Source: an optimization exercise on an open RTL-to-GDS flow (aim: small area and a short achievable clock period). Production flows keep margins and buffers that such runs may drop. Function was checked by simulation only, so behaviour that the tests miss may differ from the original. Power figures rest on the tool's default switching activity, not on a simulated workload.

$ cat config.mk
export PLATFORM = sky130hd
export DESIGN_NAME = mxu_pe
export DESIGN_NICKNAME = mxu_pe
export VERILOG_FILES = /design/flow/design.v
export SDC_FILE = /design/flow/constraint.sdc
export NUM_CORES = 4
export LEC_CHECK = 0
export CAP_MARGIN = 20
export CORE_MARGIN = 2
export CORE_UTILIZATION = 60
export SETUP_SLACK_MARGIN = 4.0
export SLEW_MARGIN = 20
export SYNTH_HIERARCHICAL = 1
$ cat constraint.sdc
create_clock -name core_clock -period 6.2 [get_ports {clk}]
set_input_delay 1.2400 -clock core_clock [delete_from_list [all_inputs] [get_ports {clk}]]
set_output_delay 1.2400 -clock core_clock [all_outputs]
set_load 0.01 [all_outputs]
$ cat design.v
module mxu_pe_mac_lo (
    input wire [7:0] w,
    input wire one0, two0, neg0,
    input wire one1, two1, neg1,
    input wire [12:0] ps,
    output wire [12:0] lo,
    output wire t
);
  wire [8:0] pp0;
  assign pp0[0] = (one0 & w[0]) ^ neg0;
  assign pp0[1] = ((one0 & w[1]) | (two0 & w[0])) ^ neg0;
  assign pp0[2] = ((one0 & w[2]) | (two0 & w[1])) ^ neg0;
  assign pp0[3] = ((one0 & w[3]) | (two0 & w[2])) ^ neg0;
  assign pp0[4] = ((one0 & w[4]) | (two0 & w[3])) ^ neg0;
  assign pp0[5] = ((one0 & w[5]) | (two0 & w[4])) ^ neg0;
  assign pp0[6] = ((one0 & w[6]) | (two0 & w[5])) ^ neg0;
  assign pp0[7] = ((one0 & w[7]) | (two0 & w[6])) ^ neg0;
  assign pp0[8] = ((one0 & w[7]) | (two0 & w[7])) ^ neg0;
  wire [8:0] pp1;
  assign pp1[0] = (one1 & w[0]) ^ neg1;
  assign pp1[1] = ((one1 & w[1]) | (two1 & w[0])) ^ neg1;
  assign pp1[2] = ((one1 & w[2]) | (two1 & w[1])) ^ neg1;
  assign pp1[3] = ((one1 & w[3]) | (two1 & w[2])) ^ neg1;
  assign pp1[4] = ((one1 & w[4]) | (two1 & w[3])) ^ neg1;
  assign pp1[5] = ((one1 & w[5]) | (two1 & w[4])) ^ neg1;
  assign pp1[6] = ((one1 & w[6]) | (two1 & w[5])) ^ neg1;
  assign pp1[7] = ((one1 & w[7]) | (two1 & w[6])) ^ neg1;
  assign pp1[8] = ((one1 & w[7]) | (two1 & w[7])) ^ neg1;
  wire ly3, ls1, lc2;
  mxu_pe_hx u_ly3 (.a(ps[2]), .b(neg1), .x(ly3));
  mxu_pe_hx u_ls1 (.a(ly3), .b(pp0[2]), .x(ls1));
  mxu_pe_maj u_lc2 (.a(ps[2]), .b(neg1), .c(pp0[2]), .y(lc2));
  wire ly6, ls4, lc5;
  mxu_pe_hx u_ly6 (.a(ps[3]), .b(pp0[3]), .x(ly6));
  mxu_pe_hx u_ls4 (.a(ly6), .b(pp1[1]), .x(ls4));
  mxu_pe_maj u_lc5 (.a(ps[3]), .b(pp0[3]), .c(pp1[1]), .y(lc5));
  wire ly9, ls7, lc8;
  mxu_pe_hx u_ly9 (.a(ps[4]), .b(pp0[4]), .x(ly9));
  mxu_pe_hx u_ls7 (.a(ly9), .b(pp1[2]), .x(ls7));
  mxu_pe_maj u_lc8 (.a(ps[4]), .b(pp0[4]), .c(pp1[2]), .y(lc8));
  wire ly12, ls10, lc11;
  mxu_pe_hx u_ly12 (.a(ps[5]), .b(pp0[5]), .x(ly12));
  mxu_pe_hx u_ls10 (.a(ly12), .b(pp1[3]), .x(ls10));
  mxu_pe_maj u_lc11 (.a(ps[5]), .b(pp0[5]), .c(pp1[3]), .y(lc11));
  wire ly15, ls13, lc14;
  mxu_pe_hx u_ly15 (.a(ps[6]), .b(pp0[6]), .x(ly15));
  mxu_pe_hx u_ls13 (.a(ly15), .b(pp1[4]), .x(ls13));
  mxu_pe_maj u_lc14 (.a(ps[6]), .b(pp0[6]), .c(pp1[4]), .y(lc14));
  wire ly18, ls16, lc17;
  mxu_pe_hx u_ly18 (.a(ps[7]), .b(pp0[7]), .x(ly18));
  mxu_pe_hx u_ls16 (.a(ly18), .b(pp1[5]), .x(ls16));
  mxu_pe_maj u_lc17 (.a(ps[7]), .b(pp0[7]), .c(pp1[5]), .y(lc17));
  wire ly21, ls19, lc20;
  mxu_pe_hx u_ly21 (.a(~ps[8]), .b(~pp0[8]), .x(ly21));
  mxu_pe_hx u_ls19 (.a(ly21), .b(pp1[6]), .x(ls19));
  mxu_pe_maj u_lc20 (.a(~ps[8]), .b(~pp0[8]), .c(pp1[6]), .y(lc20));
  wire ly24, ls22, lc23;
  mxu_pe_hx u_ly24 (.a(~ps[9]), .b(pp1[7]), .x(ly24));
  mxu_pe_hx u_ls22 (.a(ly24), .b(ps[8]), .x(ls22));
  mxu_pe_maj u_lc23 (.a(~ps[9]), .b(pp1[7]), .c(ps[8]), .y(lc23));
  wire ly27, ls25, lc26;
  mxu_pe_hx u_ly27 (.a(ps[10]), .b(~pp1[8]), .x(ly27));
  mxu_pe_hx u_ls25 (.a(ly27), .b(ps[9]), .x(ls25));
  mxu_pe_maj u_lc26 (.a(ps[10]), .b(~pp1[8]), .c(ps[9]), .y(lc26));
  wire [12:0] ra = {ps[12], ~ps[11], ls25, ls22, ls19, ls16, ls13, ls10, ls7, ls4, ls1, ps[1], ps[0]};
  wire [12:0] rb = {ps[11], lc26, lc23, lc20, lc17, lc14, lc11, lc8, lc5, lc2, pp1[0], pp0[1], pp0[0]};
  mxu_pe_add13 add (.a(ra), .b(rb), .cin(neg0), .sum(lo), .cout(t));
endmodule
module mxu_pe_mac_hi (
    input wire [7:0] w,
    input wire one2, two2, neg2,
    input wire one3, two3, neg3,
    input wire [23:0] x,
    input wire t,
    output wire [23:0] result
);
  wire [8:0] pp2;
  assign pp2[0] = (one2 & w[0]) ^ neg2;
  assign pp2[1] = ((one2 & w[1]) | (two2 & w[0])) ^ neg2;
  assign pp2[2] = ((one2 & w[2]) | (two2 & w[1])) ^ neg2;
  assign pp2[3] = ((one2 & w[3]) | (two2 & w[2])) ^ neg2;
  assign pp2[4] = ((one2 & w[4]) | (two2 & w[3])) ^ neg2;
  assign pp2[5] = ((one2 & w[5]) | (two2 & w[4])) ^ neg2;
  assign pp2[6] = ((one2 & w[6]) | (two2 & w[5])) ^ neg2;
  assign pp2[7] = ((one2 & w[7]) | (two2 & w[6])) ^ neg2;
  assign pp2[8] = ((one2 & w[7]) | (two2 & w[7])) ^ neg2;
  wire [8:0] pp3;
  assign pp3[0] = (one3 & w[0]) ^ neg3;
  assign pp3[1] = ((one3 & w[1]) | (two3 & w[0])) ^ neg3;
  assign pp3[2] = ((one3 & w[2]) | (two3 & w[1])) ^ neg3;
  assign pp3[3] = ((one3 & w[3]) | (two3 & w[2])) ^ neg3;
  assign pp3[4] = ((one3 & w[4]) | (two3 & w[3])) ^ neg3;
  assign pp3[5] = ((one3 & w[5]) | (two3 & w[4])) ^ neg3;
  assign pp3[6] = ((one3 & w[6]) | (two3 & w[5])) ^ neg3;
  assign pp3[7] = ((one3 & w[7]) | (two3 & w[6])) ^ neg3;
  assign pp3[8] = ((one3 & w[7]) | (two3 & w[7])) ^ neg3;
  wire hy3, hs1, hc2;
  mxu_pe_hx u_hy3 (.a(x[6]), .b(neg3), .x(hy3));
  mxu_pe_hx u_hs1 (.a(hy3), .b(pp2[2]), .x(hs1));
  mxu_pe_maj u_hc2 (.a(x[6]), .b(neg3), .c(pp2[2]), .y(hc2));
  wire hy6, hs4, hc5;
  mxu_pe_hx u_hy6 (.a(x[7]), .b(pp2[3]), .x(hy6));
  mxu_pe_hx u_hs4 (.a(hy6), .b(pp3[1]), .x(hs4));
  mxu_pe_maj u_hc5 (.a(x[7]), .b(pp2[3]), .c(pp3[1]), .y(hc5));
  wire hy9, hs7, hc8;
  mxu_pe_hx u_hy9 (.a(x[8]), .b(pp2[4]), .x(hy9));
  mxu_pe_hx u_hs7 (.a(hy9), .b(pp3[2]), .x(hs7));
  mxu_pe_maj u_hc8 (.a(x[8]), .b(pp2[4]), .c(pp3[2]), .y(hc8));
  wire hy12, hs10, hc11;
  mxu_pe_hx u_hy12 (.a(x[9]), .b(pp2[5]), .x(hy12));
  mxu_pe_hx u_hs10 (.a(hy12), .b(pp3[3]), .x(hs10));
  mxu_pe_maj u_hc11 (.a(x[9]), .b(pp2[5]), .c(pp3[3]), .y(hc11));
  wire hy15, hs13, hc14;
  mxu_pe_hx u_hy15 (.a(x[10]), .b(pp2[6]), .x(hy15));
  mxu_pe_hx u_hs13 (.a(hy15), .b(pp3[4]), .x(hs13));
  mxu_pe_maj u_hc14 (.a(x[10]), .b(pp2[6]), .c(pp3[4]), .y(hc14));
  wire hy18, hs16, hc17;
  mxu_pe_hx u_hy18 (.a(x[11]), .b(pp2[7]), .x(hy18));
  mxu_pe_hx u_hs16 (.a(hy18), .b(pp3[5]), .x(hs16));
  mxu_pe_maj u_hc17 (.a(x[11]), .b(pp2[7]), .c(pp3[5]), .y(hc17));
  wire hy21, hs19, hc20;
  mxu_pe_hx u_hy21 (.a(x[12]), .b(~pp2[8]), .x(hy21));
  mxu_pe_hx u_hs19 (.a(hy21), .b(pp3[6]), .x(hs19));
  mxu_pe_maj u_hc20 (.a(x[12]), .b(~pp2[8]), .c(pp3[6]), .y(hc20));
  wire hy24, hs22, hc23;
  mxu_pe_hx u_hy24 (.a(~x[13]), .b(t), .x(hy24));
  mxu_pe_hx u_hs22 (.a(hy24), .b(pp3[7]), .x(hs22));
  mxu_pe_maj u_hc23 (.a(~x[13]), .b(t), .c(pp3[7]), .y(hc23));
  wire hy27, hs25, hc26;
  mxu_pe_hx u_hy27 (.a(x[14]), .b(~pp3[8]), .x(hy27));
  mxu_pe_hx u_hs25 (.a(hy27), .b(x[13]), .x(hs25));
  mxu_pe_maj u_hc26 (.a(x[14]), .b(~pp3[8]), .c(x[13]), .y(hc26));
  wire [19:0] ra = {~x[23], ~x[22], ~x[21], ~x[20], ~x[19], ~x[18], ~x[17], ~x[16], ~x[15], hs25, hs22, hs19, hs16, hs13, hs10, hs7, hs4, hs1, x[5], x[4]};
  wire [19:0] rb = {x[22], x[21], x[20], x[19], x[18], x[17], x[16], x[15], hc26, hc23, hc20, hc17, hc14, hc11, hc8, hc5, hc2, pp3[0], pp2[1], pp2[0]};
  wire [19:0] sum;
  wire c_unused;
  mxu_pe_add20 add (.a(ra), .b(rb), .cin(neg2), .sum(sum), .cout(c_unused));
  assign result = {sum, x[3:0]};
endmodule
module mxu_pe_add13 (
    input wire [12:0] a,
    input wire [12:0] b,
    input wire cin,
    output wire [12:0] sum,
    output wire cout
);
  wire [12:0] x;
  wire gn0_1, pn0_1;
  mxu_pe_pg0 u_pg0 (.a(a[0]), .b(b[0]), .gn(gn0_1), .pn(pn0_1));
  mxu_pe_hx u_x0 (.a(a[0]), .b(b[0]), .x(x[0]));
  wire gn0_2, pn0_2;
  mxu_pe_pg0 u_pg1 (.a(a[1]), .b(b[1]), .gn(gn0_2), .pn(pn0_2));
  mxu_pe_hx u_x1 (.a(a[1]), .b(b[1]), .x(x[1]));
  wire gn0_3, pn0_3;
  mxu_pe_pg0 u_pg2 (.a(a[2]), .b(b[2]), .gn(gn0_3), .pn(pn0_3));
  mxu_pe_hx u_x2 (.a(a[2]), .b(b[2]), .x(x[2]));
  wire gn0_4, pn0_4;
  mxu_pe_pg0 u_pg3 (.a(a[3]), .b(b[3]), .gn(gn0_4), .pn(pn0_4));
  mxu_pe_hx u_x3 (.a(a[3]), .b(b[3]), .x(x[3]));
  wire gn0_5, pn0_5;
  mxu_pe_pg0 u_pg4 (.a(a[4]), .b(b[4]), .gn(gn0_5), .pn(pn0_5));
  mxu_pe_hx u_x4 (.a(a[4]), .b(b[4]), .x(x[4]));
  wire gn0_6, pn0_6;
  mxu_pe_pg0 u_pg5 (.a(a[5]), .b(b[5]), .gn(gn0_6), .pn(pn0_6));
  mxu_pe_hx u_x5 (.a(a[5]), .b(b[5]), .x(x[5]));
  wire gn0_7, pn0_7;
  mxu_pe_pg0 u_pg6 (.a(a[6]), .b(b[6]), .gn(gn0_7), .pn(pn0_7));
  mxu_pe_hx u_x6 (.a(a[6]), .b(b[6]), .x(x[6]));
  wire gn0_8, pn0_8;
  mxu_pe_pg0 u_pg7 (.a(a[7]), .b(b[7]), .gn(gn0_8), .pn(pn0_8));
  mxu_pe_hx u_x7 (.a(a[7]), .b(b[7]), .x(x[7]));
  wire gn0_9, pn0_9;
  mxu_pe_pg0 u_pg8 (.a(a[8]), .b(b[8]), .gn(gn0_9), .pn(pn0_9));
  mxu_pe_hx u_x8 (.a(a[8]), .b(b[8]), .x(x[8]));
  wire gn0_10, pn0_10;
  mxu_pe_pg0 u_pg9 (.a(a[9]), .b(b[9]), .gn(gn0_10), .pn(pn0_10));
  mxu_pe_hx u_x9 (.a(a[9]), .b(b[9]), .x(x[9]));
  wire gn0_11, pn0_11;
  mxu_pe_pg0 u_pg10 (.a(a[10]), .b(b[10]), .gn(gn0_11), .pn(pn0_11));
  mxu_pe_hx u_x10 (.a(a[10]), .b(b[10]), .x(x[10]));
  wire gn0_12, pn0_12;
  mxu_pe_pg0 u_pg11 (.a(a[11]), .b(b[11]), .gn(gn0_12), .pn(pn0_12));
  mxu_pe_hx u_x11 (.a(a[11]), .b(b[11]), .x(x[11]));
  wire gn0_13, pn0_13;
  mxu_pe_pg0 u_pg12 (.a(a[12]), .b(b[12]), .gn(gn0_13), .pn(pn0_13));
  mxu_pe_hx u_x12 (.a(a[12]), .b(b[12]), .x(x[12]));
  wire cinn = ~cin;
  wire g1_0 = ~cinn;
  wire g1_1;
  mxu_pe_gi u_n1_1 (.gnh(gn0_1), .pnh(pn0_1), .gnl(cinn), .g(g1_1));
  wire g1_2 = ~gn0_2;
  wire p1_2 = ~pn0_2;
  wire g1_3, p1_3;
  mxu_pe_gpi u_n1_3 (.gnh(gn0_3), .pnh(pn0_3), .gnl(gn0_2), .pnl(pn0_2), .g(g1_3), .p(p1_3));
  wire g1_4 = ~gn0_4;
  wire p1_4 = ~pn0_4;
  wire g1_5, p1_5;
  mxu_pe_gpi u_n1_5 (.gnh(gn0_5), .pnh(pn0_5), .gnl(gn0_4), .pnl(pn0_4), .g(g1_5), .p(p1_5));
  wire g1_6 = ~gn0_6;
  wire p1_6 = ~pn0_6;
  wire g1_7, p1_7;
  mxu_pe_gpi u_n1_7 (.gnh(gn0_7), .pnh(pn0_7), .gnl(gn0_6), .pnl(pn0_6), .g(g1_7), .p(p1_7));
  wire g1_8 = ~gn0_8;
  wire p1_8 = ~pn0_8;
  wire g1_9, p1_9;
  mxu_pe_gpi u_n1_9 (.gnh(gn0_9), .pnh(pn0_9), .gnl(gn0_8), .pnl(pn0_8), .g(g1_9), .p(p1_9));
  wire g1_10 = ~gn0_10;
  wire p1_10 = ~pn0_10;
  wire g1_11, p1_11;
  mxu_pe_gpi u_n1_11 (.gnh(gn0_11), .pnh(pn0_11), .gnl(gn0_10), .pnl(pn0_10), .g(g1_11), .p(p1_11));
  wire g1_12 = ~gn0_12;
  wire p1_12 = ~pn0_12;
  wire g1_13, p1_13;
  mxu_pe_gpi u_n1_13 (.gnh(gn0_13), .pnh(pn0_13), .gnl(gn0_12), .pnl(pn0_12), .g(g1_13), .p(p1_13));
  wire g2_0 = ~g1_0;
  wire g2_1 = ~g1_1;
  wire g2_2;
  mxu_pe_gt u_n2_2 (.gh(g1_2), .ph(p1_2), .gl(g1_1), .gn(g2_2));
  wire g2_3;
  mxu_pe_gt u_n2_3 (.gh(g1_3), .ph(p1_3), .gl(g1_1), .gn(g2_3));
  wire g2_4 = ~g1_4;
  wire p2_4 = ~p1_4;
  wire g2_5 = ~g1_5;
  wire p2_5 = ~p1_5;
  wire g2_6, p2_6;
  mxu_pe_gpt u_n2_6 (.gh(g1_6), .ph(p1_6), .gl(g1_5), .pl(p1_5), .gn(g2_6), .pn(p2_6));
  wire g2_7, p2_7;
  mxu_pe_gpt u_n2_7 (.gh(g1_7), .ph(p1_7), .gl(g1_5), .pl(p1_5), .gn(g2_7), .pn(p2_7));
  wire g2_8 = ~g1_8;
  wire p2_8 = ~p1_8;
  wire g2_9 = ~g1_9;
  wire p2_9 = ~p1_9;
  wire g2_10, p2_10;
  mxu_pe_gpt u_n2_10 (.gh(g1_10), .ph(p1_10), .gl(g1_9), .pl(p1_9), .gn(g2_10), .pn(p2_10));
  wire g2_11, p2_11;
  mxu_pe_gpt u_n2_11 (.gh(g1_11), .ph(p1_11), .gl(g1_9), .pl(p1_9), .gn(g2_11), .pn(p2_11));
  wire g2_12 = ~g1_12;
  wire p2_12 = ~p1_12;
  wire g2_13 = ~g1_13;
  wire p2_13 = ~p1_13;
  wire g3_0 = ~g2_0;
  wire g3_1 = ~g2_1;
  wire g3_2 = ~g2_2;
  wire g3_3 = ~g2_3;
  wire g3_4;
  mxu_pe_gi u_n3_4 (.gnh(g2_4), .pnh(p2_4), .gnl(g2_3), .g(g3_4));
  wire g3_5;
  mxu_pe_gi u_n3_5 (.gnh(g2_5), .pnh(p2_5), .gnl(g2_3), .g(g3_5));
  wire g3_6;
  mxu_pe_gi u_n3_6 (.gnh(g2_6), .pnh(p2_6), .gnl(g2_3), .g(g3_6));
  wire g3_7;
  mxu_pe_gi u_n3_7 (.gnh(g2_7), .pnh(p2_7), .gnl(g2_3), .g(g3_7));
  wire g3_8 = ~g2_8;
  wire p3_8 = ~p2_8;
  wire g3_9 = ~g2_9;
  wire p3_9 = ~p2_9;
  wire g3_10 = ~g2_10;
  wire p3_10 = ~p2_10;
  wire g3_11 = ~g2_11;
  wire p3_11 = ~p2_11;
  wire g3_12, p3_12;
  mxu_pe_gpi u_n3_12 (.gnh(g2_12), .pnh(p2_12), .gnl(g2_11), .pnl(p2_11), .g(g3_12), .p(p3_12));
  wire g3_13, p3_13;
  mxu_pe_gpi u_n3_13 (.gnh(g2_13), .pnh(p2_13), .gnl(g2_11), .pnl(p2_11), .g(g3_13), .p(p3_13));
  wire g4_0 = ~g3_0;
  wire g4_1 = ~g3_1;
  wire g4_2 = ~g3_2;
  wire g4_3 = ~g3_3;
  wire g4_4 = ~g3_4;
  wire g4_5 = ~g3_5;
  wire g4_6 = ~g3_6;
  wire g4_7 = ~g3_7;
  wire g4_8;
  mxu_pe_gt u_n4_8 (.gh(g3_8), .ph(p3_8), .gl(g3_7), .gn(g4_8));
  wire g4_9;
  mxu_pe_gt u_n4_9 (.gh(g3_9), .ph(p3_9), .gl(g3_7), .gn(g4_9));
  wire g4_10;
  mxu_pe_gt u_n4_10 (.gh(g3_10), .ph(p3_10), .gl(g3_7), .gn(g4_10));
  wire g4_11;
  mxu_pe_gt u_n4_11 (.gh(g3_11), .ph(p3_11), .gl(g3_7), .gn(g4_11));
  wire g4_12;
  mxu_pe_gt u_n4_12 (.gh(g3_12), .ph(p3_12), .gl(g3_7), .gn(g4_12));
  wire g4_13;
  mxu_pe_gt u_n4_13 (.gh(g3_13), .ph(p3_13), .gl(g3_7), .gn(g4_13));
  assign sum[0] = ~(x[0] ^ g4_0);
  assign sum[1] = ~(x[1] ^ g4_1);
  assign sum[2] = ~(x[2] ^ g4_2);
  assign sum[3] = ~(x[3] ^ g4_3);
  assign sum[4] = ~(x[4] ^ g4_4);
  assign sum[5] = ~(x[5] ^ g4_5);
  assign sum[6] = ~(x[6] ^ g4_6);
  assign sum[7] = ~(x[7] ^ g4_7);
  assign sum[8] = ~(x[8] ^ g4_8);
  assign sum[9] = ~(x[9] ^ g4_9);
  assign sum[10] = ~(x[10] ^ g4_10);
  assign sum[11] = ~(x[11] ^ g4_11);
  assign sum[12] = ~(x[12] ^ g4_12);
  assign cout = ~g4_13;
endmodule
module mxu_pe_add20 (
    input wire [19:0] a,
    input wire [19:0] b,
    input wire cin,
    output wire [19:0] sum,
    output wire cout
);
  wire [19:0] x;
  wire gn0_1, pn0_1;
  mxu_pe_pg0 u_pg0 (.a(a[0]), .b(b[0]), .gn(gn0_1), .pn(pn0_1));
  mxu_pe_hx u_x0 (.a(a[0]), .b(b[0]), .x(x[0]));
  wire gn0_2, pn0_2;
  mxu_pe_pg0 u_pg1 (.a(a[1]), .b(b[1]), .gn(gn0_2), .pn(pn0_2));
  mxu_pe_hx u_x1 (.a(a[1]), .b(b[1]), .x(x[1]));
  wire gn0_3, pn0_3;
  mxu_pe_pg0 u_pg2 (.a(a[2]), .b(b[2]), .gn(gn0_3), .pn(pn0_3));
  mxu_pe_hx u_x2 (.a(a[2]), .b(b[2]), .x(x[2]));
  wire gn0_4, pn0_4;
  mxu_pe_pg0 u_pg3 (.a(a[3]), .b(b[3]), .gn(gn0_4), .pn(pn0_4));
  mxu_pe_hx u_x3 (.a(a[3]), .b(b[3]), .x(x[3]));
  wire gn0_5, pn0_5;
  mxu_pe_pg0 u_pg4 (.a(a[4]), .b(b[4]), .gn(gn0_5), .pn(pn0_5));
  mxu_pe_hx u_x4 (.a(a[4]), .b(b[4]), .x(x[4]));
  wire gn0_6, pn0_6;
  mxu_pe_pg0 u_pg5 (.a(a[5]), .b(b[5]), .gn(gn0_6), .pn(pn0_6));
  mxu_pe_hx u_x5 (.a(a[5]), .b(b[5]), .x(x[5]));
  wire gn0_7, pn0_7;
  mxu_pe_pg0 u_pg6 (.a(a[6]), .b(b[6]), .gn(gn0_7), .pn(pn0_7));
  mxu_pe_hx u_x6 (.a(a[6]), .b(b[6]), .x(x[6]));
  wire gn0_8, pn0_8;
  mxu_pe_pg0 u_pg7 (.a(a[7]), .b(b[7]), .gn(gn0_8), .pn(pn0_8));
  mxu_pe_hx u_x7 (.a(a[7]), .b(b[7]), .x(x[7]));
  wire gn0_9, pn0_9;
  mxu_pe_pg0 u_pg8 (.a(a[8]), .b(b[8]), .gn(gn0_9), .pn(pn0_9));
  mxu_pe_hx u_x8 (.a(a[8]), .b(b[8]), .x(x[8]));
  wire gn0_10, pn0_10;
  mxu_pe_pg0 u_pg9 (.a(a[9]), .b(b[9]), .gn(gn0_10), .pn(pn0_10));
  mxu_pe_hx u_x9 (.a(a[9]), .b(b[9]), .x(x[9]));
  wire gn0_11, pn0_11;
  mxu_pe_pg0 u_pg10 (.a(a[10]), .b(b[10]), .gn(gn0_11), .pn(pn0_11));
  mxu_pe_hx u_x10 (.a(a[10]), .b(b[10]), .x(x[10]));
  wire gn0_12, pn0_12;
  mxu_pe_pg0 u_pg11 (.a(a[11]), .b(b[11]), .gn(gn0_12), .pn(pn0_12));
  mxu_pe_hx u_x11 (.a(a[11]), .b(b[11]), .x(x[11]));
  wire gn0_13, pn0_13;
  mxu_pe_pg0 u_pg12 (.a(a[12]), .b(b[12]), .gn(gn0_13), .pn(pn0_13));
  mxu_pe_hx u_x12 (.a(a[12]), .b(b[12]), .x(x[12]));
  wire gn0_14, pn0_14;
  mxu_pe_pg0 u_pg13 (.a(a[13]), .b(b[13]), .gn(gn0_14), .pn(pn0_14));
  mxu_pe_hx u_x13 (.a(a[13]), .b(b[13]), .x(x[13]));
  wire gn0_15, pn0_15;
  mxu_pe_pg0 u_pg14 (.a(a[14]), .b(b[14]), .gn(gn0_15), .pn(pn0_15));
  mxu_pe_hx u_x14 (.a(a[14]), .b(b[14]), .x(x[14]));
  wire gn0_16, pn0_16;
  mxu_pe_pg0 u_pg15 (.a(a[15]), .b(b[15]), .gn(gn0_16), .pn(pn0_16));
  mxu_pe_hx u_x15 (.a(a[15]), .b(b[15]), .x(x[15]));
  wire gn0_17, pn0_17;
  mxu_pe_pg0 u_pg16 (.a(a[16]), .b(b[16]), .gn(gn0_17), .pn(pn0_17));
  mxu_pe_hx u_x16 (.a(a[16]), .b(b[16]), .x(x[16]));
  wire gn0_18, pn0_18;
  mxu_pe_pg0 u_pg17 (.a(a[17]), .b(b[17]), .gn(gn0_18), .pn(pn0_18));
  mxu_pe_hx u_x17 (.a(a[17]), .b(b[17]), .x(x[17]));
  wire gn0_19, pn0_19;
  mxu_pe_pg0 u_pg18 (.a(a[18]), .b(b[18]), .gn(gn0_19), .pn(pn0_19));
  mxu_pe_hx u_x18 (.a(a[18]), .b(b[18]), .x(x[18]));
  wire gn0_20, pn0_20;
  mxu_pe_pg0 u_pg19 (.a(a[19]), .b(b[19]), .gn(gn0_20), .pn(pn0_20));
  mxu_pe_hx u_x19 (.a(a[19]), .b(b[19]), .x(x[19]));
  wire cinn = ~cin;
  wire g1_0 = ~cinn;
  wire g1_1;
  mxu_pe_gi u_n1_1 (.gnh(gn0_1), .pnh(pn0_1), .gnl(cinn), .g(g1_1));
  wire g1_2 = ~gn0_2;
  wire p1_2 = ~pn0_2;
  wire g1_3, p1_3;
  mxu_pe_gpi u_n1_3 (.gnh(gn0_3), .pnh(pn0_3), .gnl(gn0_2), .pnl(pn0_2), .g(g1_3), .p(p1_3));
  wire g1_4 = ~gn0_4;
  wire p1_4 = ~pn0_4;
  wire g1_5, p1_5;
  mxu_pe_gpi u_n1_5 (.gnh(gn0_5), .pnh(pn0_5), .gnl(gn0_4), .pnl(pn0_4), .g(g1_5), .p(p1_5));
  wire g1_6 = ~gn0_6;
  wire p1_6 = ~pn0_6;
  wire g1_7, p1_7;
  mxu_pe_gpi u_n1_7 (.gnh(gn0_7), .pnh(pn0_7), .gnl(gn0_6), .pnl(pn0_6), .g(g1_7), .p(p1_7));
  wire g1_8 = ~gn0_8;
  wire p1_8 = ~pn0_8;
  wire g1_9, p1_9;
  mxu_pe_gpi u_n1_9 (.gnh(gn0_9), .pnh(pn0_9), .gnl(gn0_8), .pnl(pn0_8), .g(g1_9), .p(p1_9));
  wire g1_10 = ~gn0_10;
  wire p1_10 = ~pn0_10;
  wire g1_11, p1_11;
  mxu_pe_gpi u_n1_11 (.gnh(gn0_11), .pnh(pn0_11), .gnl(gn0_10), .pnl(pn0_10), .g(g1_11), .p(p1_11));
  wire g1_12 = ~gn0_12;
  wire p1_12 = ~pn0_12;
  wire g1_13, p1_13;
  mxu_pe_gpi u_n1_13 (.gnh(gn0_13), .pnh(pn0_13), .gnl(gn0_12), .pnl(pn0_12), .g(g1_13), .p(p1_13));
  wire g1_14 = ~gn0_14;
  wire p1_14 = ~pn0_14;
  wire g1_15, p1_15;
  mxu_pe_gpi u_n1_15 (.gnh(gn0_15), .pnh(pn0_15), .gnl(gn0_14), .pnl(pn0_14), .g(g1_15), .p(p1_15));
  wire g1_16 = ~gn0_16;
  wire p1_16 = ~pn0_16;
  wire g1_17, p1_17;
  mxu_pe_gpi u_n1_17 (.gnh(gn0_17), .pnh(pn0_17), .gnl(gn0_16), .pnl(pn0_16), .g(g1_17), .p(p1_17));
  wire g1_18 = ~gn0_18;
  wire p1_18 = ~pn0_18;
  wire g1_19, p1_19;
  mxu_pe_gpi u_n1_19 (.gnh(gn0_19), .pnh(pn0_19), .gnl(gn0_18), .pnl(pn0_18), .g(g1_19), .p(p1_19));
  wire g1_20 = ~gn0_20;
  wire p1_20 = ~pn0_20;
  wire g2_0 = ~g1_0;
  wire g2_1 = ~g1_1;
  wire g2_2;
  mxu_pe_gt u_n2_2 (.gh(g1_2), .ph(p1_2), .gl(g1_1), .gn(g2_2));
  wire g2_3;
  mxu_pe_gt u_n2_3 (.gh(g1_3), .ph(p1_3), .gl(g1_1), .gn(g2_3));
  wire g2_4 = ~g1_4;
  wire p2_4 = ~p1_4;
  wire g2_5 = ~g1_5;
  wire p2_5 = ~p1_5;
  wire g2_6, p2_6;
  mxu_pe_gpt u_n2_6 (.gh(g1_6), .ph(p1_6), .gl(g1_5), .pl(p1_5), .gn(g2_6), .pn(p2_6));
  wire g2_7, p2_7;
  mxu_pe_gpt u_n2_7 (.gh(g1_7), .ph(p1_7), .gl(g1_5), .pl(p1_5), .gn(g2_7), .pn(p2_7));
  wire g2_8 = ~g1_8;
  wire p2_8 = ~p1_8;
  wire g2_9 = ~g1_9;
  wire p2_9 = ~p1_9;
  wire g2_10, p2_10;
  mxu_pe_gpt u_n2_10 (.gh(g1_10), .ph(p1_10), .gl(g1_9), .pl(p1_9), .gn(g2_10), .pn(p2_10));
  wire g2_11, p2_11;
  mxu_pe_gpt u_n2_11 (.gh(g1_11), .ph(p1_11), .gl(g1_9), .pl(p1_9), .gn(g2_11), .pn(p2_11));
  wire g2_12 = ~g1_12;
  wire p2_12 = ~p1_12;
  wire g2_13 = ~g1_13;
  wire p2_13 = ~p1_13;
  wire g2_14, p2_14;
  mxu_pe_gpt u_n2_14 (.gh(g1_14), .ph(p1_14), .gl(g1_13), .pl(p1_13), .gn(g2_14), .pn(p2_14));
  wire g2_15, p2_15;
  mxu_pe_gpt u_n2_15 (.gh(g1_15), .ph(p1_15), .gl(g1_13), .pl(p1_13), .gn(g2_15), .pn(p2_15));
  wire g2_16 = ~g1_16;
  wire p2_16 = ~p1_16;
  wire g2_17 = ~g1_17;
  wire p2_17 = ~p1_17;
  wire g2_18, p2_18;
  mxu_pe_gpt u_n2_18 (.gh(g1_18), .ph(p1_18), .gl(g1_17), .pl(p1_17), .gn(g2_18), .pn(p2_18));
  wire g2_19, p2_19;
  mxu_pe_gpt u_n2_19 (.gh(g1_19), .ph(p1_19), .gl(g1_17), .pl(p1_17), .gn(g2_19), .pn(p2_19));
  wire g2_20 = ~g1_20;
  wire p2_20 = ~p1_20;
  wire g3_0 = ~g2_0;
  wire g3_1 = ~g2_1;
  wire g3_2 = ~g2_2;
  wire g3_3 = ~g2_3;
  wire g3_4;
  mxu_pe_gi u_n3_4 (.gnh(g2_4), .pnh(p2_4), .gnl(g2_3), .g(g3_4));
  wire g3_5;
  mxu_pe_gi u_n3_5 (.gnh(g2_5), .pnh(p2_5), .gnl(g2_3), .g(g3_5));
  wire g3_6;
  mxu_pe_gi u_n3_6 (.gnh(g2_6), .pnh(p2_6), .gnl(g2_3), .g(g3_6));
  wire g3_7;
  mxu_pe_gi u_n3_7 (.gnh(g2_7), .pnh(p2_7), .gnl(g2_3), .g(g3_7));
  wire g3_8 = ~g2_8;
  wire p3_8 = ~p2_8;
  wire g3_9 = ~g2_9;
  wire p3_9 = ~p2_9;
  wire g3_10 = ~g2_10;
  wire p3_10 = ~p2_10;
  wire g3_11 = ~g2_11;
  wire p3_11 = ~p2_11;
  wire g3_12, p3_12;
  mxu_pe_gpi u_n3_12 (.gnh(g2_12), .pnh(p2_12), .gnl(g2_11), .pnl(p2_11), .g(g3_12), .p(p3_12));
  wire g3_13, p3_13;
  mxu_pe_gpi u_n3_13 (.gnh(g2_13), .pnh(p2_13), .gnl(g2_11), .pnl(p2_11), .g(g3_13), .p(p3_13));
  wire g3_14, p3_14;
  mxu_pe_gpi u_n3_14 (.gnh(g2_14), .pnh(p2_14), .gnl(g2_11), .pnl(p2_11), .g(g3_14), .p(p3_14));
  wire g3_15, p3_15;
  mxu_pe_gpi u_n3_15 (.gnh(g2_15), .pnh(p2_15), .gnl(g2_11), .pnl(p2_11), .g(g3_15), .p(p3_15));
  wire g3_16 = ~g2_16;
  wire p3_16 = ~p2_16;
  wire g3_17 = ~g2_17;
  wire p3_17 = ~p2_17;
  wire g3_18 = ~g2_18;
  wire p3_18 = ~p2_18;
  wire g3_19 = ~g2_19;
  wire p3_19 = ~p2_19;
  wire g3_20, p3_20;
  mxu_pe_gpi u_n3_20 (.gnh(g2_20), .pnh(p2_20), .gnl(g2_19), .pnl(p2_19), .g(g3_20), .p(p3_20));
  wire g4_0 = ~g3_0;
  wire g4_1 = ~g3_1;
  wire g4_2 = ~g3_2;
  wire g4_3 = ~g3_3;
  wire g4_4 = ~g3_4;
  wire g4_5 = ~g3_5;
  wire g4_6 = ~g3_6;
  wire g4_7 = ~g3_7;
  wire g4_8;
  mxu_pe_gt u_n4_8 (.gh(g3_8), .ph(p3_8), .gl(g3_7), .gn(g4_8));
  wire g4_9;
  mxu_pe_gt u_n4_9 (.gh(g3_9), .ph(p3_9), .gl(g3_7), .gn(g4_9));
  wire g4_10;
  mxu_pe_gt u_n4_10 (.gh(g3_10), .ph(p3_10), .gl(g3_7), .gn(g4_10));
  wire g4_11;
  mxu_pe_gt u_n4_11 (.gh(g3_11), .ph(p3_11), .gl(g3_7), .gn(g4_11));
  wire g4_12;
  mxu_pe_gt u_n4_12 (.gh(g3_12), .ph(p3_12), .gl(g3_7), .gn(g4_12));
  wire g4_13;
  mxu_pe_gt u_n4_13 (.gh(g3_13), .ph(p3_13), .gl(g3_7), .gn(g4_13));
  wire g4_14;
  mxu_pe_gt u_n4_14 (.gh(g3_14), .ph(p3_14), .gl(g3_7), .gn(g4_14));
  wire g4_15;
  mxu_pe_gt u_n4_15 (.gh(g3_15), .ph(p3_15), .gl(g3_7), .gn(g4_15));
  wire g4_16 = ~g3_16;
  wire p4_16 = ~p3_16;
  wire g4_17 = ~g3_17;
  wire p4_17 = ~p3_17;
  wire g4_18 = ~g3_18;
  wire p4_18 = ~p3_18;
  wire g4_19 = ~g3_19;
  wire p4_19 = ~p3_19;
  wire g4_20 = ~g3_20;
  wire p4_20 = ~p3_20;
  wire g5_0 = ~g4_0;
  wire g5_1 = ~g4_1;
  wire g5_2 = ~g4_2;
  wire g5_3 = ~g4_3;
  wire g5_4 = ~g4_4;
  wire g5_5 = ~g4_5;
  wire g5_6 = ~g4_6;
  wire g5_7 = ~g4_7;
  wire g5_8 = ~g4_8;
  wire g5_9 = ~g4_9;
  wire g5_10 = ~g4_10;
  wire g5_11 = ~g4_11;
  wire g5_12 = ~g4_12;
  wire g5_13 = ~g4_13;
  wire g5_14 = ~g4_14;
  wire g5_15 = ~g4_15;
  wire g5_16;
  mxu_pe_gi u_n5_16 (.gnh(g4_16), .pnh(p4_16), .gnl(g4_15), .g(g5_16));
  wire g5_17;
  mxu_pe_gi u_n5_17 (.gnh(g4_17), .pnh(p4_17), .gnl(g4_15), .g(g5_17));
  wire g5_18;
  mxu_pe_gi u_n5_18 (.gnh(g4_18), .pnh(p4_18), .gnl(g4_15), .g(g5_18));
  wire g5_19;
  mxu_pe_gi u_n5_19 (.gnh(g4_19), .pnh(p4_19), .gnl(g4_15), .g(g5_19));
  wire g5_20;
  mxu_pe_gi u_n5_20 (.gnh(g4_20), .pnh(p4_20), .gnl(g4_15), .g(g5_20));
  assign sum[0] = x[0] ^ g5_0;
  assign sum[1] = x[1] ^ g5_1;
  assign sum[2] = x[2] ^ g5_2;
  assign sum[3] = x[3] ^ g5_3;
  assign sum[4] = x[4] ^ g5_4;
  assign sum[5] = x[5] ^ g5_5;
  assign sum[6] = x[6] ^ g5_6;
  assign sum[7] = x[7] ^ g5_7;
  assign sum[8] = x[8] ^ g5_8;
  assign sum[9] = x[9] ^ g5_9;
  assign sum[10] = x[10] ^ g5_10;
  assign sum[11] = x[11] ^ g5_11;
  assign sum[12] = x[12] ^ g5_12;
  assign sum[13] = x[13] ^ g5_13;
  assign sum[14] = x[14] ^ g5_14;
  assign sum[15] = x[15] ^ g5_15;
  assign sum[16] = x[16] ^ g5_16;
  assign sum[17] = x[17] ^ g5_17;
  assign sum[18] = x[18] ^ g5_18;
  assign sum[19] = x[19] ^ g5_19;
  assign cout = g5_20;
endmodule
module mxu_pe_hipre (input wire [8:0] xh, input wire c, output wire [8:0] sel0,
                     output wire [8:0] sel1);
  wire [8:0] xh_m1 = xh - 9'd1;
  wire [8:0] xh_p1 = xh + 9'd1;
  assign sel0 = c ? xh : xh_m1;
  assign sel1 = c ? xh_p1 : xh;
endmodule
module mxu_pe_mux9 (input wire [8:0] sel0, input wire [8:0] sel1, input wire s,
                    output wire [8:0] y);
  assign y = s ? sel1 : sel0;
endmodule
module mxu_pe_pg0 (input wire a, input wire b, output wire gn, output wire pn);
  assign gn = ~(a & b);
  assign pn = ~(a | b);
endmodule
module mxu_pe_maj (input wire a, input wire b, input wire c, output wire y);
  assign y = (a & b) | (a & c) | (b & c);
endmodule
module mxu_pe_hx (input wire a, input wire b, output wire x);
  assign x = a ^ b;
endmodule
module mxu_pe_gpt (input wire gh, input wire ph, input wire gl, input wire pl,
                   output wire gn, output wire pn);
  assign gn = ~(gh | (ph & gl));
  assign pn = ~(ph & pl);
endmodule
module mxu_pe_gpi (input wire gnh, input wire pnh, input wire gnl, input wire pnl,
                   output wire g, output wire p);
  assign g = ~(gnh & (pnh | gnl));
  assign p = ~(pnh | pnl);
endmodule
module mxu_pe_gt (input wire gh, input wire ph, input wire gl, output wire gn);
  assign gn = ~(gh | (ph & gl));
endmodule
module mxu_pe_gi (input wire gnh, input wire pnh, input wire gnl, output wire g);
  assign g = ~(gnh & (pnh | gnl));
endmodule
module mxu_pe #(
    parameter Y_INDEX = 0   
) (
    input wire clk,
    input wire rst_n,
    input wire load_phase,
    input wire [7:0] load_weight_target_y,
    input wire [7:0] load_weight,
    input wire [7:0] activation,
    input wire [23:0] partial_sum,
    output reg [23:0] result,
    output reg phase_out,
    output reg [7:0] load_weight_target_y_out,
    output reg [7:0] weight_out,
    output reg [7:0] activation_out_bw
);
  reg ld1, ld2;
  reg [7:0] ty1, ty2;
  reg [7:0] lw1, lw2;
  reg [7:0] act1, act2, act3, act4;
  reg two0_1, one1_1, two1_1;   
  reg one2_2, two2_2, one3_2, two3_2;   
  reg [23:0] ps1;
  reg [23:0] mac2;
  reg mac2_t;
  reg [7:0] w_cur, w_old, w_nx1, w_nx2;
  wire hit2 = ld2 && (ty2 == Y_INDEX);
  wire [12:0] lo1;
  wire t1;
  wire [23:0] x2 = {mac2[23:13], ~mac2[12], mac2[11:0]};
  wire [23:0] sum2;
  mxu_pe_mac_lo mac_lo (
      .w(w_cur),
      .one0(act1[0]),
      .two0(two0_1),
      .neg0(act1[1]),
      .one1(one1_1),
      .two1(two1_1),
      .neg1(act1[3]),
      .ps(ps1[12:0]),
      .lo(lo1),
      .t(t1)
  );
  mxu_pe_mac_hi mac_hi (
      .w(w_old),
      .one2(one2_2),
      .two2(two2_2),
      .neg2(act2[5]),
      .one3(one3_2),
      .two3(two3_2),
      .neg3(act2[7]),
      .x(x2),
      .t(mac2_t),
      .result(sum2)
  );
  always @(posedge clk or negedge rst_n) begin
    if (!rst_n) begin
      ld1 <= 1'b0;
      ty1 <= 8'b0;
      lw1 <= 8'b0;
      ld2 <= 1'b0;
      ty2 <= 8'b0;
      lw2 <= 8'b0;
      phase_out <= 1'b0;
      load_weight_target_y_out <= 8'b0;
      weight_out <= 8'b0;
      act1 <= 8'b0;
      act2 <= 8'b0;
      act3 <= 8'b0;
      act4 <= 8'b0;
      activation_out_bw <= 8'b0;
      two0_1 <= 1'b0;
      one1_1 <= 1'b0;
      two1_1 <= 1'b0;
      one2_2 <= 1'b0;
      two2_2 <= 1'b0;
      one3_2 <= 1'b0;
      two3_2 <= 1'b0;
      ps1 <= 24'b0;
      mac2 <= 24'b0;
      mac2_t <= 1'b0;
      result <= 24'b0;
      w_cur <= 8'b0;
      w_old <= 8'b0;
      w_nx1 <= 8'b0;
      w_nx2 <= 8'b0;
    end else begin
      ld1 <= load_phase;
      ty1 <= load_weight_target_y;
      lw1 <= load_weight;
      ld2 <= ld1;
      ty2 <= ty1;
      lw2 <= lw1;
      phase_out <= ld2;
      load_weight_target_y_out <= ty2;
      weight_out <= lw2;
      act1 <= activation;
      act2 <= act1;
      act3 <= act2;
      act4 <= act3;
      activation_out_bw <= act4;
      two0_1 <= activation[1] & ~activation[0];
      one1_1 <= activation[2] ^ activation[1];
      two1_1 <= (activation[3] ^ activation[2]) & ~(activation[2] ^ activation[1]);
      one2_2 <= act1[4] ^ act1[3];
      two2_2 <= (act1[5] ^ act1[4]) & ~(act1[4] ^ act1[3]);
      one3_2 <= act1[6] ^ act1[5];
      two3_2 <= (act1[7] ^ act1[6]) & ~(act1[6] ^ act1[5]);
      ps1 <= partial_sum;
      mac2 <= {ps1[23:13], ~lo1[12], lo1[11:0]};
      mac2_t <= t1;
      result <= sum2;
      w_nx2 <= hit2 ? lw2 : w_old;
      w_nx1 <= w_nx2;
      w_cur <= w_nx1;
      w_old <= w_cur;
    end
  end
endmodule
$ cat flow/run.sh
#!/bin/bash
# Standard ORFS layout with smaller port buffers and a clock tree without dummy loads.
set -euo pipefail
export BUFFER_PORTS_ARGS="-buffer_cell sky130_fd_sc_hd__buf_1"
export CTS_ARGS="-sink_clustering_enable -repair_clock_nets -dont_use_dummy_load -buf_list sky130_fd_sc_hd__clkbuf_8"
bash standard.sh > standard_flow.log 2>&1
$ cat standard.sh
#!/bin/bash
# synth_recipe.tcl (not shown) runs the flow's synth.tcl, then flattens the netlist and writes it again
# the make line also repeats each setting of config.mk as NAME=value (left out here)
make -C /OpenROAD-flow-scripts/flow DESIGN_CONFIG=/design/flow/config.mk WORK_HOME=/design/flow/orfs CLKGATE_MAP_FILE= SYNTH_SCRIPT=/design/flow/synth_recipe.tcl "${@:-finish}"
==> results of run 1 <==
==> power groups by stage <==
stage	logic [mW]	clock network (mW)	registers (mW)
final	1.22	0.860	1.57
after global routing	1.33	0.951	1.59
after CTS	0.966	0.891	1.57
after detailed placement	0.813	0	1.59
after global placement	0.797	0	1.59
after floorplan	0.626	0	1.60
==> layout by cell type, fill, tap and decap left out, drive strengths merged, types with 8 or more instances in the layout <==
| cell | instances |
|---|---|
| buf | 123 |
| inv | 56 |
| xor2 | 92 |
| a21oi | 30 |
| xnor2 | 49 |
| nand2 | 52 |
| maj3 | 18 |
| nor2 | 55 |
| dfrtp | 203 |
| a22oi | 28 |
| mux2 | 8 |
| clkbuf | 74 |
| o21ai | 42 |
==> path summary, 6_finish.rpt <==
kind | start | end | slack [ps] | cells after the start
worst max register to register | act2[5]$_DFF_PN0_ | result[20]$_DFF_PN0_ | 3720 | 10
max in group asynchronous | rst_n | w_old[7]$_DFF_PN0_ | 4230 | 2
min in group asynchronous | rst_n | result[21]$_DFF_PN0_ | 760 | 1
worst max-delay path | act2[5]$_DFF_PN0_ | result[20]$_DFF_PN0_ | 3720 | 10
worst min register to register | w_nx1[1]$_DFF_PN0_ | w_cur[1]$_DFF_PN0_ | 330 | 0
worst min-delay path | w_nx1[1]$_DFF_PN0_ | w_cur[1]$_DFF_PN0_ | 330 | 0
==> metrics by stage <==
stage               hold slack, ps  area, um^2
floorplan                      331        8260
global placement               331        8730
detailed placement             335        8730
CTS                            319        9660
global route                   304       10200
finish                         326       10200
==> area by class of cell <==
type / instances / area, um^2
clock buffers: 31 / 427
inverters: 56 / 210
fillers: 853 / 3080
repair buffers: 166 / 1010
multi-input cells: 380 / 3240
flip-flops and latches: 203 / 5110
well taps: 176 / 220
==> per-layer routing <==
metal,up-vias,track usage (%)
li1,2425,-
met1,2518,24.0
met2,101,34.9
met3,24,4.23
met4,0,5.81
met5,-,0
==> what timing repair did <==
item / 4_1_cts / 5_1_grt
resized for setup: 52 / 109
setup endpoints to repair: 70 / 197
setup buffers: 46 / 20
pin swaps: 28 / 46
hold buffers: 0 / 0
hold endpoints to repair: 0 / 0
==> impl_metrics.py, run 1 <==
metrics = {
    "clocking": {
        "clock-root-buffer": "sky130_fd_sc_hd__clkbuf_8",
        "cts-buffers-inserted": 31,
        "clock-sinks": 203,
        "cts_htree_levels": 1,
        "clock_latency_ps": 550,
        "clockBufferDepth": 3,
        "path_clk_slew_ps": 60,
        "cts_tree": "built",
    },
    "setup_path": {
        "path_max_fanout": 7,
        "timing.critical_path.buf_inv": 1,
        "cp-end-kind": "flop",
        "cp-start-kind": "flop",
        "worst_path_max_delay_cell": "sky130_fd_sc_hd__dfrtp_4",
        "crit_family": "compound AO/OA/AOI/OAI gates",
        "crit_path_cell_trace": "clkbuf_2 -> xnor2_4 -> xor2_2 -> nor2_2 -> nor2_1 -> a21oi_2 -> o21ai_4 -> a21oi_4 -> o21ai_2 -> xor2_1",
        "cp.required_ps": 6620,
        "cp_slowest_stage_delay_ps": 570,
        "worstSetupPathType": "reg2reg",
        "crit_arrival_ps": 2900,
    },
    "outcome": {
        "status": "complete, no violations",
    },
    "place": {
        "buffer_ports.inserted": 99,
        "gpl.final_weighted_congestion": 0.788,
        "post-place-ws_ps": 3380,
        "placedCellCount": 915,
        "detailed_place_hpwl_mm": 9.17,
    },
    "die": {
        "design.portCount": 100,
        "dieHeight_um": 121,
        "initial_core_util_pct": 61.6,
        "fp.dieArea_um2": 14600,
        "core_region_area_um2": 13300,
        "fp-row-count": 42,
        "chipWidth_um": 121,
    },
    "route": {
        "antenna_left": 0,
        "route.vias.total": 5068,
        "wl_per_cell_um": 14.4,
        "drt_first_pass_iters": 4,
        "total_routed_wirelength_mm": 14.6,
        "drt_iter0_markers": 159,
        "met1Wirelength_mm": 5.90,
        "detail_route.drc_violations": 0,
        "post_detailed_route_via_to_cell_ratio": 5.01,
        "wl_met3_um": 593,
        "top_signal_layer_used": "met4",
        "wl_met2_mm": 7.86,
    },
    "pwr": {
        "worst_ir_drop_vdd_mv": 0.251,
        "switching_share_pct": 31.7,
        "p_total_mw": 3.65,
        "power_per_cell_area_nw_per_um2": 358,
        "power.static_leakage_nw": 4.69,
        "p_clk_share_pct": 23.6,
        "power.share.sequential_pct": 43.1,
        "pwr-share-comb_pct": 33.4,
        "switching_pwr_mw": 1.16,
        "power_report.internal_total_mw": 2.50,
    },
    "final_layout": {
        "layout.core_utilization_pct": 76.8,
        "total_nets_final": 889,
        "finalNonFillerCells": 1012,
        "antenna_cells_inserted": 0,
        "post_route_cells_drive_above_1_share_pct": 36.8,
        "top_regs": "mac2 (24), ps1 (24), result (24)",
        "area.growth.synth_to_final_pct": 24.6,
    },
    "timing": {
        "max-slew-margin-rel_pct": 49.0,
        "slew_viols_final": 0,
        "worstMarginPinSlew_ps": 766,
        "clock-skew-final_ps": 44.1,
        "setup_viol": 0,
        "timing.setup.tns_ps": 0,
        "postLayoutSetupSlackWorst_ps": 3720,
        "timing.final.crit_period_ps": 2480,
        "max_clock_freq_mhz": 403,
        "grt_setup_unrepaired": "true",
        "timing_hold_violations_final": 0,
        "min_period_over_period_pct": 40.0,
    },
    "synth": {
        "post_synth_inst_count": 655,
        "cell_area_synth_um2": 8190,
        "ys_warn_count": 7,
        "syn_nets": 706,
        "syn_avg_cell_area_um2": 12.5,
    },
    "global_routing": {
        "initial_antenna_violation_count": 0,
        "grt_use_total_pct": 19.6,
        "grt_first_pass_wirelength_mm": 22.9,
        "grt_start_max_net_pins": 146,
        "grt_overflow_total": 0,
        "first_global_vias": 5119,
    },
    "job": {
        "drv.max_cap_violation_count": 0,
    },
    "hold_path": {
        "hold_path_class": "reg2reg",
    },
}
==> run 2, diff against run 1 <==
--- a/config.mk
+++ b/config.mk
@@ -9,5 +9,5 @@
 export CORE_MARGIN = 2
 export CORE_UTILIZATION = 60
-export SETUP_SLACK_MARGIN = 4.0
+export SETUP_SLACK_MARGIN = 3.6
 export SLEW_MARGIN = 20
 export SYNTH_HIERARCHICAL = 1
==> impl_metrics.py, run 2 <==
metrics = {
    "clocking": {
        "clock_latency_ps": 510,
        "path_clk_slew_ps": 50,
        "cts_htree_levels": 2,
        "clock-root-buffer": "sky130_fd_sc_hd__clkbuf_8",
        "cts-buffers-inserted": 34,
        "cts_tree": "built",
        "clockBufferDepth": 3,
        "clock-sinks": 203,
    },
    "timing": {
        "timing.final.crit_period_ps": 2480,
        "worstMarginPinSlew_ps": 787,
        "postLayoutSetupSlackWorst_ps": 3720,
        "max-slew-margin-rel_pct": 47.5,
        "clock-skew-final_ps": 57.1,
        "timing.setup.tns_ps": 0,
        "slew_viols_final": 0,
        "max_clock_freq_mhz": 403,
        "setup_viol": 0,
        "timing_hold_violations_final": 0,
        "finalHoldWorstSlack_ps": 314,
        "min_period_over_period_pct": 40.1,
        "grt_setup_unrepaired": "true",
    },
    "pwr": {
        "pwr-share-comb_pct": 27.2,
        "power.static_leakage_nw": 4.29,
        "power_per_cell_area_nw_per_um2": 356,
        "p_total_mw": 3.41,
        "p_clk_share_pct": 26.8,
        "power_report.internal_total_mw": 2.37,
        "switching_pwr_mw": 1.04,
        "switching_share_pct": 30.4,
        "worst_ir_drop_vdd_mv": 0.218,
        "power.share.sequential_pct": 46.0,
    },
    "final_layout": {
        "layout_commonest_cell": "sky130_fd_sc_hd__dfrtp_1",
        "post_route_cells_drive_above_1_share_pct": 24.6,
        "antenna_cells_inserted": 0,
        "final.fill_count": 949,
        "post-route-cell-area_um2": 9580,
        "layout.core_utilization_pct": 72.1,
        "top_regs": "mac2 (24), ps1 (24), result (24)",
        "finalNonFillerCells": 978,
        "area.growth.synth_to_final_pct": 16.9,
        "final_cell_mix": "sky130_fd_sc_hd__dfrtp_1, sky130_fd_sc_hd__buf_1, sky130_fd_sc_hd__xor2_1",
        "total_nets_final": 855,
    },
    "route": {
        "detail_route.drc_violations": 0,
        "post_detailed_route_via_to_cell_ratio": 4.95,
        "route.vias.total": 4841,
        "drt_iter0_markers": 119,
        "wl_per_cell_um": 13.3,
        "drt_first_pass_iters": 4,
        "total_routed_wirelength_mm": 13.1,
        "antenna_left": 0,
    },
    "setup_path": {
        "cp-start-kind": "flop",
        "reg2reg_to": "result[23]$_DFF_PN0_",
        "critPathLaunch": "one2_2$_DFF_PN0_",
        "worst-r2r-cell-count": 12,
        "worstSetupPathType": "reg2reg",
        "cp.required_ps": 6550,
        "timing.reg2reg.setup_slack_ps": 3720,
        "path_max_fanout": 8,
        "cp-end-kind": "flop",
        "crit_path_end": "result[23]$_DFF_PN0_",
        "crit_arrival_ps": 2840,
        "critical_path.reg2reg.startpoint": "one2_2$_DFF_PN0_",
    },
    "synth": {
        "ys_warn_count": 7,
        "syn_avg_cell_area_um2": 12.5,
        "cell_area_synth_um2": 8190,
        "syn_nets": 706,
        "post_synth_inst_count": 655,
    },
    "place": {
        "post-place-ws_ps": 3230,
        "gpl.final_weighted_congestion": 0.772,
        "buffer_ports.inserted": 99,
        "placedCellCount": 916,
        "detailed_place_hpwl_mm": 9.00,
        "placed_area_um2": 8660,
    },
    "die": {
        "dieHeight_um": 121,
        "fp.dieArea_um2": 14600,
        "design.portCount": 100,
        "initial_core_util_pct": 61.6,
        "chipWidth_um": 121,
        "core_region_area_um2": 13300,
        "fp-row-count": 42,
    },
    "global_routing": {
        "initial_antenna_violation_count": 0,
        "grt_overflow_total": 0,
        "grt_first_pass_wirelength_mm": 21.9,
        "grt_use_total_pct": 19.0,
        "first_global_vias": 4878,
        "grt_start_max_net_pins": 85,
    },
    "hold_path": {
        "hold_path_class": "reg2reg",
    },
    "job": {
        "drv.max_cap_violation_count": 0,
    },
    "outcome": {
        "status": "complete, no violations",
    },
}
==> run 2: worst min-delay path by stage <==
stage	start	slack, ps	cells past startpoint	endpoint
floorplan	act1[2]$_DFF_PN0_	330	0	act2[2]$_DFF_PN0_
global placement	ty1[6]$_DFF_PN0_	330	0	ty2[6]$_DFF_PN0_
detailed placement	act2[3]$_DFF_PN0_	330	0	act3[3]$_DFF_PN0_
CTS	w_nx2[1]$_DFF_PN0_	320	0	w_nx1[1]$_DFF_PN0_
global route	w_nx2[1]$_DFF_PN0_	310	0	w_nx1[1]$_DFF_PN0_
finish	w_nx2[1]$_DFF_PN0_	310	0	w_nx1[1]$_DFF_PN0_
==> run 2: routing by layer <==
layer,GRT usage (%),share of wire [%],up-vias
met2,32.9,53,105
met1,23.3,41,2342
li1,-,-,2371
met3,4.37,4.7,23
met4,6.83,2.1,0
met5,0,0,-
==> run 2: what timing repair did <==
item | in CTS | in global routing
hold buffers | 0 | 0
setup buffers | 3 | 25
pin swaps | 1 | 25
gates resized for setup | 14 | 44
hold endpoints to repair | 0 | 0
endpoints found under the setup margin | 19 | 20
==> run 2: cell type report <==
class	instances	area, um^2	area share, %
sequential	203	5100	53.2
multi-input combinational	380	2980	31.1
timing repair buffer	129	606	6.32
clock buffer	34	468	4.88
tap	176	220	2.30
inverter	56	210	2.19
==> run 2: worst max-delay path: stages (launching register included) <==
cell	delay (ps)
sky130_fd_sc_hd__dfrtp_2	480
sky130_fd_sc_hd__o21ai_2	170
sky130_fd_sc_hd__xor2_1	250
sky130_fd_sc_hd__xor2_1	200
sky130_fd_sc_hd__xor2_1	120
sky130_fd_sc_hd__buf_4	160
sky130_fd_sc_hd__nand2_1	100
sky130_fd_sc_hd__o21ai_4	80
sky130_fd_sc_hd__a21oi_4	230
sky130_fd_sc_hd__o21ai_2	100
sky130_fd_sc_hd__a21oi_4	190
sky130_fd_sc_hd__o21ai_1	120
sky130_fd_sc_hd__xor2_1	170
==> run 2: power by group through the flow <==
stage | clock (mW) | sequential (mW) | combinational, mW
after floorplan | 0 | 1.60 | 0.607
after global placement | 0 | 1.58 | 0.773
after detailed placement | 0 | 1.59 | 0.795
after CTS | 0.953 | 1.57 | 0.841
after global routing | 1.02 | 1.58 | 1.04
final | 0.913 | 1.57 | 0.927
==> run 3, diff against run 2 <==
==> flow/run.sh (replaced) <==
#!/bin/bash
# Standard ORFS layout with smaller port buffers and a clock tree without dummy loads.
set -euo pipefail
export BUFFER_PORTS_ARGS="-buffer_cell sky130_fd_sc_hd__buf_1"
export CTS_ARGS="-sink_clustering_enable -sink_clustering_size 30 -sink_clustering_max_diameter 80 -repair_clock_nets -dont_use_dummy_load -buf_list {sky130_fd_sc_hd__clkbuf_16}"
bash standard.sh > standard_flow.log 2>&1
--- a/config.mk
+++ b/config.mk
@@ -8,5 +8,5 @@
 export CAP_MARGIN = 20
 export CORE_MARGIN = 2
-export CORE_UTILIZATION = 60
+export CORE_UTILIZATION = 70
 export SETUP_SLACK_MARGIN = 3.6
 export SLEW_MARGIN = 20
==> impl_metrics.py, run 3 <==
metrics = {
    "outcome": {
        "status": "complete, no violations",
    },
    "final_layout": {
        "layout_commonest_cell": "sky130_fd_sc_hd__dfrtp_1",
        "post_route_cells_drive_above_1_share_pct": 22.4,
        "layout.core_utilization_pct": 82.0,
        "final_cell_mix": "sky130_fd_sc_hd__dfrtp_1, sky130_fd_sc_hd__buf_1, sky130_fd_sc_hd__xor2_1",
        "post-route-cell-area_um2": 9360,
        "top_regs": "mac2 (24), ps1 (24), result (24)",
        "finalNonFillerCells": 915,
        "total_nets_final": 825,
        "final.fill_count": 635,
        "antenna_cells_inserted": 0,
        "multi_input_comb_area_um2": 3040,
        "area.growth.synth_to_final_pct": 14.2,
        "seqCellArea_um2": 5090,
    },
    "setup_path": {
        "crit_path_cell_trace": "buf_2 -> a22oi_2 -> xnor2_1 -> maj3_2 -> nor2_4 -> o21ai_2 -> a21oi_2 -> o21ai_4 -> a21oi_4 -> o21ai_2 -> xor2_1",
        "cp-end-kind": "flop",
        "critPathLaunch": "one3_2$_DFF_PN0_",
        "worst_path_most_repeated_cell": "sky130_fd_sc_hd__o21ai_2",
        "crit_cells": 11,
        "worst_path_max_delay_cell": "sky130_fd_sc_hd__dfrtp_2",
        "timing.reg2reg.setup_slack_ps": 3610,
        "worst-r2r-cell-count": 11,
        "crit_path_end": "result[23]$_DFF_PN0_",
        "worstSetupPathType": "reg2reg",
        "critical_path.reg2reg.startpoint": "one3_2$_DFF_PN0_",
        "timing.critical_path.buf_inv": 1,
        "cp.required_ps": 6520,
        "path_max_fanout": 5,
        "reg2reg_to": "result[23]$_DFF_PN0_",
        "cp_slowest_stage_delay_ps": 440,
        "crit_arrival_ps": 2910,
        "cp-start-kind": "flop",
        "crit_family": "compound AO/OA/AOI/OAI gates",
    },
    "die": {
        "fp.dieArea_um2": 12600,
        "initial_core_util_pct": 71.8,
        "design.portCount": 100,
        "fp-row-count": 39,
        "core_region_area_um2": 11400,
        "chipWidth_um": 112,
        "dieHeight_um": 112,
    },
    "synth": {
        "syn_avg_cell_area_um2": 12.5,
        "cell_area_synth_um2": 8190,
        "ys_warn_count": 7,
        "syn_nets": 706,
        "post_synth_inst_count": 655,
    },
    "route": {
        "wl_per_cell_um": 15.0,
        "wl_met2_mm": 7.25,
        "total_routed_wirelength_mm": 13.8,
        "post_detailed_route_via_to_cell_ratio": 5.28,
        "top_signal_layer_used": "met4",
        "met1Wirelength_mm": 5.68,
        "wl_met3_um": 594,
        "drt_iter0_markers": 305,
        "drt_first_pass_iters": 4,
        "antenna_left": 0,
        "route.vias.total": 4828,
        "detail_route.drc_violations": 0,
    },
    "global_routing": {
        "grt_overflow_total": 0,
        "initial_antenna_violation_count": 0,
        "grt_use_total_pct": 20.9,
        "first_global_vias": 4725,
        "grt_first_pass_wirelength_mm": 21.5,
        "grt_start_max_net_pins": 140,
    },
    "timing": {
        "finalHoldWorstSlack_ps": 343,
        "timing.setup.tns_ps": 0,
        "setup_viol": 0,
        "max_clock_freq_mhz": 386,
        "slew_viols_final": 0,
        "min_period_over_period_pct": 41.8,
        "grt_setup_unrepaired": "true",
        "timing.final.crit_period_ps": 2590,
        "clock-skew-final_ps": 29.3,
        "max-slew-margin-rel_pct": 44.7,
        "worstMarginPinSlew_ps": 830,
        "postLayoutSetupSlackWorst_ps": 3610,
        "timing_hold_violations_final": 0,
    },
    "pwr": {
        "worst_ir_drop_vdd_mv": 0.306,
        "power.static_leakage_nw": 4.18,
        "p_total_mw": 3.19,
        "power_per_cell_area_nw_per_um2": 341,
    },
    "place": {
        "placedCellCount": 882,
        "gpl.final_weighted_congestion": 0.780,
        "buffer_ports.inserted": 99,
        "placed_area_um2": 8630,
        "detailed_place_hpwl_mm": 9.01,
        "post-place-ws_ps": 3290,
    },
    "clocking": {
        "cts-buffers-inserted": 10,
        "holdBufCountCts": 0,
        "cts_tree": "built",
        "clock-sinks": 203,
        "path_clk_slew_ps": 110,
        "clockBufferDepth": 3,
        "cts_htree_levels": 1,
        "clock-root-buffer": "sky130_fd_sc_hd__clkbuf_16",
        "clock_latency_ps": 460,
    },
    "hold_path": {
        "hold_path_class": "reg2reg",
    },
    "job": {
        "drv.max_cap_violation_count": 0,
    },
}
## run 3: worst min path at each step
stage | startpoint | to | slack (ps) | cells past startpoint
floorplan | act1[2]$_DFF_PN0_ | act2[2]$_DFF_PN0_ | 330 | 0
global placement | act3[6]$_DFF_PN0_ | act4[6]$_DFF_PN0_ | 330 | 0
detailed placement | act3[3]$_DFF_PN0_ | act4[3]$_DFF_PN0_ | 330 | 0
CTS | w_nx2[2]$_DFF_PN0_ | w_nx1[2]$_DFF_PN0_ | 350 | 0
global route | w_nx2[2]$_DFF_PN0_ | w_nx1[2]$_DFF_PN0_ | 350 | 0
finish | w_nx2[2]$_DFF_PN0_ | w_nx1[2]$_DFF_PN0_ | 340 | 0
## run 3: metal layers
layer | vias up | global-route usage (%)
met5 | - | 0
met4 | 0 | 4.07
met3 | 24 | 3.19
met2 | 123 | 37.3
met1 | 2380 | 27.8
li1 | 2301 | -
## run 3: timing repair
action,in CTS,in global routing
setup buffers,4,19
resized for setup,14,54
pin swaps,2,24
setup endpoints to repair,19,19
## run 3: power breakdown
| part | total (mW) | leakage [nW] | switching (mW) | internal [mW] |
|---|---|---|---|---|
| clock | 0.653 | 0.123 | 0.361 | 0.291 |
| combinational | 0.968 | 1.63 | 0.563 | 0.405 |
| sequential | 1.57 | 2.43 | 0.0878 | 1.48 |
## run 3: cell type report
type                       instances  share of cell area (%)
timing repair buffer             123                    6.22
tap                              143                    1.91
clock buffer                      10                    2.67
inverter                          56                    2.25
sequential                       203                    54.4
multi-input combinational        380                    32.5

==> afterwards: timing with drivers on the ports <==
In the flow no input, the clock included, has a driving cell. The finished layouts below were timed again as built, in two steps. Step 1: set_driving_cell puts a clkbuf_16 on clk and a buf_2 on each other input, an assumption about the parent block. Step 2 times the ports against the registers' clock, not the clock port: input delays grow and output delays shrink by t, the midpoint of the rising clock arrivals with the driver on. Slacks: ideal ports / drivers / drivers and shift; pairs: ideal ports / drivers.
| run | t, ns | setup WS [ns] | pins driven straight from the clock port |
|---|---|---|---|
| run 1 | 0.562 | 3.721 / 3.721 / 3.676 | 1 |
| run 2 | 0.522 | 3.716 / 3.716 / 3.537 | 1 |
| run 3 | 0.478 | 3.609 / 3.609 / 3.609 | 1 |
After both steps every run listed still meets setup and hold. For run 2, which loses most, drivers alone change the setup slack by 0.000 ns; drivers and shift together by -0.179 ns. The worst setup slack also covers recovery checks on asynchronous resets.
